From an optimization exercise on the open Yosys and OpenROAD flow, aimed at small area, a short achievable clock period and few clock cycles per item; shortcuts taken in it are not production practice. No functional check of the RTL was part of any run shown here.

==> flow/design.v (outline; a module is shown in full before it is edited, if it fits) <==
// module systolic_array: 2279 lines
module systolic_array #(
    parameter DATAWIDTH = 16,
    parameter N_SIZE = 4
) (
    input clk, rst_n,
    input valid_in,
    input [N_SIZE*DATAWIDTH-1:0] matrix_a_in,  
    input [N_SIZE*DATAWIDTH-1:0] matrix_b_in,  
    output reg valid_out,
    output [N_SIZE*DATAWIDTH*2-1:0] matrix_out  
);
  // ...
==> flow/flow/run.sh <==
#!/bin/bash
# Layout flow: the standard ORFS flow (standard.sh), run with a larger setup slack
# margin so that the repair steps push the paths well below the 10 ns clock period.
# The SDC, the period and every other setting are the standard flow's own.
set -euo pipefail
bash standard.sh SETUP_SLACK_MARGIN=6.8 finish > standard_flow.log 2>&1
==> flow/standard.sh <==
#!/bin/bash
# synth_recipe.tcl (not shown) runs the flow's synth.tcl, then flattens the netlist and writes it again
# the make line also repeats each setting of config.mk as NAME=value (left out here)
make -C /OpenROAD-flow-scripts/flow DESIGN_CONFIG=/design/flow/config.mk WORK_HOME=/design/flow/orfs CLKGATE_MAP_FILE= SYNTH_SCRIPT=/design/flow/synth_recipe.tcl "${@:-finish}"
==> flow/config.mk <==
export PLATFORM = sky130hd
export DESIGN_NAME = systolic_array
export DESIGN_NICKNAME = systolic_array
export VERILOG_FILES = /design/flow/design.v
export SDC_FILE = /design/flow/constraint.sdc
export NUM_CORES = 8
export LEC_CHECK = 0
export CAP_MARGIN = 20
export CORE_MARGIN = 2
export CORE_UTILIZATION = 40
export SLEW_MARGIN = 20
==> flow/constraint.sdc <==
create_clock -name core_clock -period 10.0 [get_ports {clk}]
set_input_delay 2.0000 -clock core_clock [delete_from_list [all_inputs] [get_ports {clk}]]
set_output_delay 2.0000 -clock core_clock [all_outputs]
set_load 0.01 [all_outputs]
==> summary.txt, run 1 <==
Overall Global Routing Usage=0.252; Synth Area per Inst=10.9 um2; Layout clock buffers=119; Repair and plain buffers=669; max-cap viol count=0; root buf cell=clkbuf_16; post-synthesis compound-gate area fraction=0.118; GR peak layer=met2; Post-Synth XOR/XNOR Area=0.120; first-pass GRT wire length=239000 um; # IOs=260; most frequent cells in the layout=dfxtp_1 (655), xnor2_1 (549), fa_1 (445); hold path start=rb1[53]$_DFF_P_; FMAX=0.274 GHz; WL per Instance=25.2 um; actual slew at the worst max-slew pin=1.05 ns; Final WS setup=6.36 ns; Non-Filler Instances=about 6700; Final Slew Violations=0; Post-Place Setup Slack=around 5.4 ns; Antenna Nets Post-Route=0; top sig layer=met5; Met3 Wirelength=19100 um; # clock sinks=854; FF-to-FF Start=first$_DFF_P_; FF-to-FF End=acc1[30]$_DFF_P_; worst reg2reg path depth=14; Worst setup SP type=flop; total negative slack=0 ns; Post-synth top cells=dfxtp_1 (847), xnor2_1 (589), fa_1 (540); outcome=timing/DRC/antenna clean; critical path type=flop to flop; nets@finish=5821; vias in the first global route=37600; Inserted Diodes=7; final core utilization=0.526; Fin. Hold Viols=0
==> run 2: changes to the inputs <==
==> flow/flow/run.sh (replaced) <==
#!/bin/bash
# Layout flow: the standard ORFS flow (standard.sh), run with a larger setup slack
# margin so that the repair steps push the paths well below the 10 ns clock period.
# The SDC, the period and every other setting are the standard flow's own.
set -euo pipefail
bash standard.sh SETUP_SLACK_MARGIN=6.0  finish > standard_flow.log 2>&1
==> run 2 against run 1 <==
Compared with the run above:
- register-to-register slack got worse by 0.23 ns
- synthesized area did not move
- sequential cell count did not move
- critical endpoint is now matrix_out[68]
- critical path type is now flop to output pin
- critical path depth fell by 13
- synthesized cell count did not move
- first-iteration DRC count fell by 25%
- highest routed layer is now met4
==> summary.txt, run 2 <==
Hold Crit Class=flop to flop; clock skew=0.0850 ns; fraction of final layout cells sized beyond drive strength 1=0.0912; core area=0.123 mm2; worst-path cell chain=clkdlybuf4s50_1; critical path type=flop to output pin; crit-path max FO=2; hold path start=rb1[27]$_DFF_P_; max-cap viol count=0 (unchanged); Adder-Cell Fraction of Synth Area=0.270; Min Hold Slack=0.295 ns; largest net degree at the start of global routing=65; routability cong.=~0.85; final core utilization=0.461 (-0.0647); biggest area consumer among synthesized cells=dfxtp_1; Worst Setup End Kind=output pin; Final period util=0.391; Max H-tree Level=3; CP max stage cell=clkdlybuf4s50_1; Post-synth top cells=dfxtp_1 (847), xnor2_1 (589), fa_1 (540); Antenna Nets Post-Route=0 (unchanged); post-synthesis compound-gate area fraction=0.118 (unchanged); post-synth top area share=0.342; Overall Global Routing Usage=0.213 (-0.0384); Fin. Hold Viols=0 (unchanged); Non-Filler Instances=6308 (-5.3%); Port Buffers=259; FMAX=0.256 GHz (-6.9%); vias=33100; GRT overflow=0; Simple-Gate Fraction of Synth Area=0.0495; CTS tree=done; root buf cell=clkbuf_16; Inst Count DP=6129; actual slew at the worst max-slew pin=1.14 ns (+0.0983 ns); outcome=timing/DRC/antenna clean; TritonRoute pass-1 iters=6; Synth Register Bits=around 850; Largest stage delay, worst path=just over 0.6 ns; synth unique cells=75; DP HPWL=88700 um; CP delay by family, top=buffers and inverters; Critical Path Start=acc2[4]$_DFF_P_; Cell Area, Synth=0.0497 mm2; vias in the first global route=34900 (-7.2%); initial antenna violation count=1; RSZ-0062 raised after global routing=no; FF-to-FF Start=btwo[2]$_DFF_P_; mux cell area share after synthesis=0.0368; area of the die=0.127 mm2; # fillers=11500; minimum clock period=~3.9 ns; Yosys warnings=1; nets@finish=5473 (-6.0%); Worst-Skew Late Latency=0.76 ns; Synth area leaders=dfxtp_1 (34%), fa_1 (22%), xnor2_1 (10%), a22oi_1 (7.3%), ha_1 (5.2%); sequential cell area=0.0172 mm2; First DRT Iteration DRCs=about 2500; Async S/R FF share, synth=0.00820; Post-Route WL=135000 um; Cell Rows=between 100 and 150; Die Wd=356 um; Area growth, synth to finish=14.7%; Synth Area per Inst=10.9 um2 (unchanged); number of synthesized flops with an enable pin=0; most common cell in the synthesized netlist=dfxtp_1; y dimension of the die=356 um; # setup viols final=0; first-pass GRT wire length=208000 um (-13%); clock slew at reported path FFs=0.07 ns; Seq/Total Area, Yosys=0.345; Post-Synth XOR/XNOR Area=0.120 (unchanged); CP arrival=1.91 ns; Worst slew margin=0.237; largest family of logic cells by synthesized area=adder cells; Worst Path Required=around 8.0 ns; Starting Density=0.402; ys flop type=dfxtp_1; CTS max path bufs=3; Final Slew Violations=0 (unchanged); CTS buffer count=between 90 and 100; Worst setup SP type=flop; most frequent cells in the layout=dfxtp_1 (821), xnor2_1 (589), fa_1 (540); DRC=0; Mapped Cells=4536; multi-input logic area=0.0295 mm2; Buf/Inv on CP=1; FF-to-FF setup slack=a little over 6 ns; commonest non-fill, non-tap cell in the layout=dfxtp_1; Synthesized Nets=roughly 5400; # IOs=260 (unchanged); DR vias/cell=5.25; total negative slack=0 ns (unchanged); WL per Instance=21.4 um (-15%); # clock sinks=854 (unchanged)
[run 2: cell count changes in the layout (fill, tap and decap cells not counted), moves of 118 or more]
cell             delta
buf_4             -197
dfxtp_1           +166
clkdlybuf4s50_1   +129
a22oi_1           +125
a22oi_2           -125
buf_6             -118
[run 2: metrics by stage]
stage / setup WS, ns / area [um2]
global placement: 5.57 / 53400
finish: 6.09 / 56900
global route: 6.01 / 56900
CTS: 6.00 / 56800
floorplan: 6.19 / 49700
detailed placement: 5.46 / 53400
[run 2: layout make-up]
class / instances / share of cell area
multi-input combinational: 2877 / 0.519
sequential: 854 / 0.302
timing repair buffer: 318 / 0.0556
clock buffer: 124 / 0.0466
tap: 1637 / 0.0360
inverter: 451 / 0.0298
clock inverter: 45 / 0.0115
antenna: 2 / 0.0000879
[run 2: per-layer routing]
layer | part of all wire | GRT usage | vias up
met5 | 0 | 0 | -
met4 | 0.035 | 0.0824 | 0
met3 | 0.071 | 0.0386 | 268
met2 | 0.46 | 0.342 | 1282
met1 | 0.43 | 0.286 | 16600
li1 | - | - | 15000
[run 2: path summary, 6_finish.rpt]
kind / cells after the start / endpoint
setup reg to reg: 9 / pc2[17]$_DFF_P_
max in group asynchronous: 1 / cnt[2]$_DFF_PN0_
setup / recovery: 1 / matrix_out[68]
min in group asynchronous: 1 / valid_out$_DFF_PN0_
hold / removal: 0 / rb2[27]$_DFF_P_
hold reg to reg: 0 / rb2[27]$_DFF_P_
[run 2: cell families (layout without fill, tap and decap cells)]
| kind of cell | count (synthesis) | count (layout) |
|---|---|---|
| DFF | 854 | 854 |
| AOI/OAI and AO/OA | 820 | 820 |
| buffers and inverters | 805 | 938 |
| adders and majority gates | 748 | 748 |
| xor gates and xnor gates | 678 | 678 |
| and+or+nand+nor | 484 | 484 |
| muxes | 147 | 147 |
| other | 0 | 2 |
[run 2: timing repair]
| action | in CTS | in global routing |
|---|---|---|
| hold buffers | 0 | 0 |
| buffers inserted | 3 | 4 |
| gates cloned | 0 | 1 |
| endpoints found under the setup margin | 102 | 34 |
| pin swaps | 0 | 2 |
| resized for setup | 15 | 20 |
==> run 3: changes to the inputs <==
==> flow/flow/run.sh (replaced) <==
#!/bin/bash
# Layout flow: the standard ORFS flow (standard.sh), run with a larger setup slack
# margin so that the repair steps push the paths well below the 10 ns clock period.
# The SDC, the period and every other setting are the standard flow's own.
set -euo pipefail
bash standard.sh SETUP_SLACK_MARGIN=6.5 BUFFER_PORTS_ARGS='-buffer_cell sky130_fd_sc_hd__buf_2' finish > standard_flow.log 2>&1
==> run 3 against run 2 <==
Compared with the run above:
- synthesized cell count stayed put
- clock skew is 0.00074 ns higher
- register-to-register slack better by 0.22 ns
- critical path depth is 14 higher
- non-clock buffer count is 111 higher
- global-route usage is 0.62 points higher
- final area is 3.0% higher
- fmax is 7.3% higher
- die area stayed put
- critical path type is now flop to flop
- largest cell class unchanged
==> summary.txt, run 3 <==
RSZ-0062 raised after global routing=yes; CP arrival=4.25 ns (+2.34 ns); root buf cell=clkbuf_16; crit-path most repeated cell=a21oi_4; number of synthesized flops with an enable pin=0 (unchanged); Worst-Skew Late Latency=0.76 ns (about the same); GRT overflow=0 (unchanged); area of the die=0.127 mm2 (unchanged); Overall Global Routing Usage=0.220 (+0.00618); Worst slew margin=0.302 (+0.0646); Antenna Nets Post-Route=0 (unchanged); Worst Path Required=10.61 ns (+2.61 ns); core area=0.123 mm2 (unchanged); initial antenna violation count=10 (+9); Cell Area, Synth=0.0497 mm2 (unchanged); Worst setup SP type=flop; Area after DPL=0.0522 mm2 (-2.3%); sequential cell area=0.0173 mm2 (+0.38%); # clock sinks=854 (unchanged); Synth Register Bits=854 (unchanged); CP delay by family, top=compound AO/OA/AOI/OAI gates; vias in the first global route=35800 (+2.6%); First DRT Iteration DRCs=2708 (+7.8%); fraction of final layout cells sized beyond drive strength 1=0.207 (+0.116); Buf/Inv on CP=3 (+2); ys flop type=dfxtp_1; worst-path cell chain=buf_6, buf_16, buf_8, nor2b_4, fa_1, ha_4, a21oi_4, nand2_1, or4_4, a41o_1, a31oi_4, o221ai_4, a21oi_4, o211ai_1, nor3b_2; biggest area consumer among synthesized cells=dfxtp_1; Starting Density=0.402 (unchanged); FMAX=0.274 GHz (+7.3%); Synth area leaders=dfxtp_1 (34%), fa_1 (22%), xnor2_1 (10%), a22oi_1 (7.3%), ha_1 (5.2%); Synthesized Nets=5415 (unchanged); outcome=timing/DRC/antenna clean; DP HPWL=89000 um (+0.35%); # setup viols final=0 (unchanged); WL per Instance=22.7 um (+5.8%); Port Buffers=259 (unchanged); most common cell in the synthesized netlist=dfxtp_1; design area=0.0587 mm2 (+3.0%); Die Wd=356 um (unchanged); DRC=0 (unchanged); Cells on Worst Hold Path=0 (unchanged); vias=34100 (+3.0%); final core utilization=0.475 (+0.0138); most frequent cells in the layout=dfxtp_1 (782), xnor2_1 (588), fa_1 (533); TritonRoute pass-1 iters=8 (+2); synth unique cells=75 (unchanged); Seq/Total Area, Yosys=0.345 (unchanged); first-pass GRT wire length=214000 um (+2.8%); Area growth, synth to finish=18.1%; Final Slew Violations=0 (unchanged); Yosys warnings=1 (unchanged); FF-to-FF setup slack=6.35 ns (+0.22 ns); commonest non-fill, non-tap cell in the layout=dfxtp_1; max-cap viol count=0 (unchanged); CTS buffer count=90 (-2.2%); Final period util=0.365 (-0.0266); total negative slack=0 ns (unchanged); actual slew at the worst max-slew pin=1.05 ns (-0.0969 ns); Hold Crit Class=flop to flop; y dimension of the die=356 um (unchanged); CTS max path bufs=3 (unchanged); Post-synth top cells=dfxtp_1 (847), xnor2_1 (589), fa_1 (540); crit-path max FO=6 (+4); Async S/R FF share, synth=0.00820 (unchanged); nets@finish=5582 (+2.0%); clock skew=0.0857 ns (+0.000742 ns); # fillers=11200 (-1.9%); Largest stage delay, worst path=0.48 ns (-0.14 ns); minimum clock period=3.65 ns (-0.266 ns); post-synth top area share=0.342 (unchanged); routability cong.=0.878 (+3.2%); Worst Setup End Kind=flop; worst reg2reg path depth=15 (+6); clock slew at reported path FFs=0.07 ns (about the same); Max H-tree Level=3 (unchanged); CP max stage cell=or4_4; Critical Path Start=first$_DFF_P_; FF-to-FF Start=first$_DFF_P_; Synth Area per Inst=10.9 um2 (unchanged); Mapped Cells=4536 (unchanged); Cell Rows=129 (unchanged); hold path start=rb2[31]$_DFF_P_; Endpoint, Worst Hold=rb3[31]$_DFF_P_; # IOs=260 (unchanged); Post-Route WL=146000 um (+7.7%); FF-to-FF End=acc0[28]$_DFF_P_; Fin. Hold Viols=0 (unchanged); DR vias/cell=5.32 (+1.2%); multi-input logic area=0.0307 mm2 (+3.9%); largest net degree at the start of global routing=65 (unchanged); critical path type=flop to flop; CTS tree=done
## run 3: area by class of cell
type	count	share of cell area
well taps	1637	0.0349
flip-flops and latches	854	0.294
clock inverters	50	0.0134
clock buffers	117	0.0434
repair buffers	429	0.0615
multi-input cells	2877	0.523
diodes	5	0.000213
inverters	451	0.0293
## run 3: timing repair
item	CTS	global route
setup endpoints to repair	206	121
resized for setup	199	210
pin swaps	27	89
hold buffers	0	0
cloned	5	17
buffers inserted	33	56
## run 3: per-stage QoR
stage,hold WS (ns),setup WS [ns],instances
3_3_place_gp,0.310,5.50,6137
5_1_grt,0.278,6.21,6416
3_5_place_dp,0.312,5.43,6137
2_1_floorplan,0.310,6.49,4536
6_report,0.283,6.35,6420
4_1_cts,0.272,6.38,6342
## run 3: cell families (layout without fill, tap and decap cells)
| group | after synthesis | count (layout) | synth area share |
|---|---|---|---|
| DFF | 854 | 854 | 0.345 |
| AOI/OAI and AO/OA | 820 | 820 | 0.118 |
| buffers and inverters | 805 | 1047 | 0.0609 |
| adders and majority gates | 748 | 748 | 0.270 |
| xor gates and xnor gates | 678 | 678 | 0.120 |
| and+or+nand+nor | 484 | 484 | 0.0495 |
| muxes | 147 | 147 | 0.0368 |
| other | 0 | 5 | 0 |
## run 3: worst max-delay path by stage
stage	endpoint	depth (start not counted)	slack, ns
CTS	acc3[17]$_DFF_P_	14	6.38
global placement	acc2[27]$_DFF_P_	14	5.50
global route	acc3[29]$_DFF_P_	16	6.21
finish	acc0[28]$_DFF_P_	15	6.35
floorplan	acc0[28]$_DFF_P_	15	6.49
detailed placement	acc2[27]$_DFF_P_	14	5.43
## run 3: worst reg2reg max path: cells and delay by family (launching register included)
family                     cells  cell delay (ns)
AOI/OAI and AO/OA              6             1.19
adders and majority gates      2             0.76
buffers and inverters          3             0.40
DFF                            1             0.36
and+or+nand+nor                4             0.82
## run 3: layer usage
metal	GRT usage	up-vias	routed length, um
li1	-	15200	-
met1	0.286	17000	59800
met2	0.345	1539	64500
met3	0.0595	378	14100
met4	0.0900	12	6960
met5	0	-	74
==> run 4: changes to the inputs <==
==> flow/flow/run.sh (replaced) <==
#!/bin/bash
# Layout flow: the standard ORFS flow (standard.sh), run with a larger setup slack
# margin so that the repair steps push the paths well below the 10 ns clock period.
# The SDC, the period and every other setting are the standard flow's own.
set -euo pipefail
bash standard.sh SETUP_SLACK_MARGIN=6.3 BUFFER_PORTS_ARGS='-buffer_cell sky130_fd_sc_hd__buf_2' finish > standard_flow.log 2>&1
==> run 4 against run 3 <==
Compared with the run above:
- setup slack got worse by 0.061 ns
- non-clock buffer count decreased by 56
- synthesized area stayed put
- utilization decreased by 1.4 points
- die area unchanged
- wire length fell by 4.6%
- critical endpoint is now acc1[29]$_DFF_P_
- first-iteration DRC count shrank 10%
- register-to-register slack lost 0.06 ns
- clock skew down 0.019 ns
==> summary.txt, run 4 <==
Post-Route WL=139000 um (-4.6%); critical path type=flop to flop; Min Hold Slack=0.281 ns (-0.00188 ns); multi-input logic area=0.0300 mm2 (-2.4%); WL per Instance=21.8 um (-3.7%); synth unique cells=75 (unchanged); # IOs=260 (unchanged); Overall Global Routing Usage=0.218 (-0.00188); initial antenna violation count=4 (-6); Worst setup SP type=flop; ys flop type=dfxtp_1; Max H-tree Level=3 (unchanged); most frequent cells in the layout=dfxtp_1 (798), xnor2_1 (588), fa_1 (539); Hold Crit Class=flop to flop; Worst Path Required=10.61 ns (about the same); Synth area leaders=dfxtp_1 (34%), fa_1 (22%), xnor2_1 (10%), a22oi_1 (7.3%), ha_1 (5.2%); top sig layer=met5; Cell Area, Synth=0.0497 mm2 (unchanged); root buf cell=clkbuf_16; minimum clock period=3.71 ns (+0.0615 ns); sequential cell area=0.0172 mm2 (-0.17%); hold_buf cts=0 (unchanged); # fillers=11500 (+2.2%); Final WS setup=6.29 ns (-0.0615 ns); First DRT Iteration DRCs=2426 (-10%); crit-path max FO=14 (+8); Post-synth top cells=dfxtp_1 (847), xnor2_1 (589), fa_1 (540); # clock sinks=854 (unchanged); Yosys warnings=1 (unchanged); fraction of final layout cells sized beyond drive strength 1=0.175 (-0.0322); Synth Register Bits=854 (unchanged); Worst Setup End Kind=flop; y dimension of the die=356 um (unchanged); max-cap viol count=0 (unchanged); RSZ-0062 raised after global routing=yes; Met1 Wirelength=59100 um (-1.1%); Mapped Cells=4536 (unchanged); # setup viols final=0 (unchanged); DRC=0 (unchanged); vias in the first global route=35700 (-0.32%); Final period util=0.371 (+0.00615); CP max stage cell=dfxtp_4; actual slew at the worst max-slew pin=1.00 ns (-0.0452 ns); core area=0.123 mm2 (unchanged); post-synth top area share=0.342 (unchanged); Port Buffers=259 (unchanged); Seq/Total Area, Yosys=0.345 (unchanged); CTS buffer count=91 (+1.1%); Final Slew Violations=0 (unchanged); Largest stage delay, worst path=0.48 ns (about the same); Synth Area per Inst=10.9 um2 (unchanged); CTS max path bufs=3 (unchanged); DP HPWL=88800 um (-0.16%); Met3 Wirelength=11900 um (-16%); CTS tree=done; Post-Place Setup Slack=4.94 ns (-0.499 ns); worst-path cell chain=buf_16, nor2b_1, fa_1, ha_1, fa_1, a21o_1, a21oi_2, nor2b_1, o21ai_2, or3_1, a32oi_2, a221o_1, nor4b_2, nor3_1; number of synthesized flops with an enable pin=0 (unchanged); total negative slack=0 ns (unchanged); area of the die=0.127 mm2 (unchanged); GRT overflow=0 (unchanged); biggest area consumer among synthesized cells=dfxtp_1; FMAX=0.270 GHz (-1.7%); Fin. Hold Viols=0 (unchanged); CP arrival=4.32 ns (+0.07 ns); Cell Rows=129 (unchanged); most common cell in the synthesized netlist=dfxtp_1; Starting Density=0.402 (unchanged); outcome=timing/DRC/antenna clean; first-pass GRT wire length=213000 um (-0.56%); final core utilization=0.461 (-0.0140); TritonRoute pass-1 iters=6 (-2); metal2 WL=62800 um (-2.7%); clock slew at reported path FFs=0.06 ns (about the same); Worst slew margin=0.332 (+0.0301); Area growth, synth to finish=14.6%; Async S/R FF share, synth=0.00820 (unchanged); Synthesized Nets=5415 (unchanged); Antenna Nets Post-Route=0 (unchanged); commonest non-fill, non-tap cell in the layout=dfxtp_1; Die Wd=356 um (unchanged); largest net degree at the start of global routing=67 (+3.1%); nets@finish=5527 (-0.99%); routability cong.=0.857 (-2.4%); Worst-Skew Late Latency=0.75 ns (about the same); DR vias/cell=5.27 (-0.94%); clock skew=0.0665 ns (-0.0192 ns); vias=33500 (-1.8%)
run 4: per-stage QoR:
stage	instances	area, um2
2_1_floorplan	4536	49700
3_5_place_dp	6139	52200
5_1_grt	6363	56900
3_3_place_gp	6139	52200
4_1_cts	6333	56100
6_report	6365	56900
run 4: cell type report:
type	instances	share of cell area
Timing Repair Buffer	373	0.0462
Sequential cell	854	0.303
Multi-Input combinational cell	2877	0.526
Clock buffer	122	0.0465
Antenna cell	2	0.0000879
Inverter	451	0.0299
Tap cell	1637	0.0360
Clock inverter	49	0.0124
run 4: logic make-up after synthesis:
family	Yosys count	synth area share
flip-flops	854	0.345
AO/OA/AOI/OAI	820	0.118
XOR/XNOR	678	0.120
buffers and inverters	805	0.0609
AND/OR/NAND/NOR	484	0.0495
adder cells (fa/ha/maj)	748	0.270
multiplexers	147	0.0368
run 4: timing repair:
item / in CTS / in global routing
endpoints found under the setup margin: 195 / 94
resized for setup: 67 / 122
gates cloned: 1 / 4
setup buffers: 22 / 26
pin swaps: 12 / 31
run 4: routing by layer:
layer	GRT usage	vias up
met5	0	-
met1	0.288	16800
li1	-	15100
met2	0.343	1356
met3	0.0559	291
met4	0.0811	8
run 4: worst paths after layout:
kind | endpoint | slack, ns | cells past startpoint | start
setup / recovery | acc1[29]$_DFF_P_ | 6.29 | 14 | first$_DFF_P_
hold / removal | rb3[36]$_DFF_P_ | 0.28 | 0 | rb2[36]$_DFF_P_
setup reg to reg | acc1[29]$_DFF_P_ | 6.29 | 14 | first$_DFF_P_
hold reg to reg | rb3[36]$_DFF_P_ | 0.28 | 0 | rb2[36]$_DFF_P_
max in group asynchronous | ld$_DFF_PN1_ | 8.70 | 1 | rst_n
min in group asynchronous | cnt[0]$_DFF_PN0_ | 1.08 | 1 | rst_n
run 4: worst max-delay path: cells and delay by family (launching register included):
kind | cells | cell delay [ns]
AO/OA/AOI/OAI | 5 | 1.10
adder cells (fa/ha/maj) | 3 | 1.08
buffers and inverters | 1 | 0.20
flip-flops | 1 | 0.48
AND/OR/NAND/NOR | 5 | 0.67

[separate check: timing with driven ports]
How much do the figures lean on ideal ports? The routed layouts below were timed once more, with nothing changed but the port constraints. Step 1 (the two cells are an assumption about what drives the block):
set clk [get_ports {clk}]
set_driving_cell -lib_cell sky130_fd_sc_hd__clkbuf_16 $clk
set_driving_cell -lib_cell sky130_fd_sc_hd__buf_2 [delete_from_list [all_inputs] $clk]
Step 2, shift: input delay + t, output delay - t, t = (earliest + latest rising clock arrival at the registers) / 2. This alone moves slack from input paths to output paths. Slacks: no drivers / after step 1 / after step 2; pairs: no drivers / after step 1.
run	t, ns	slack for setup (ns)	worst setup path after step 2
run 1	0.764	6.356 / 6.356 / 6.356	register to register
run 2	0.793	6.087 / 6.006 / 6.126	register to register
run 3	0.795	6.353 / 6.353 / 6.353	register to register
run 4	0.795	6.291 / 6.291 / 6.291	register to register
After both steps setup and hold are still met in every run listed.
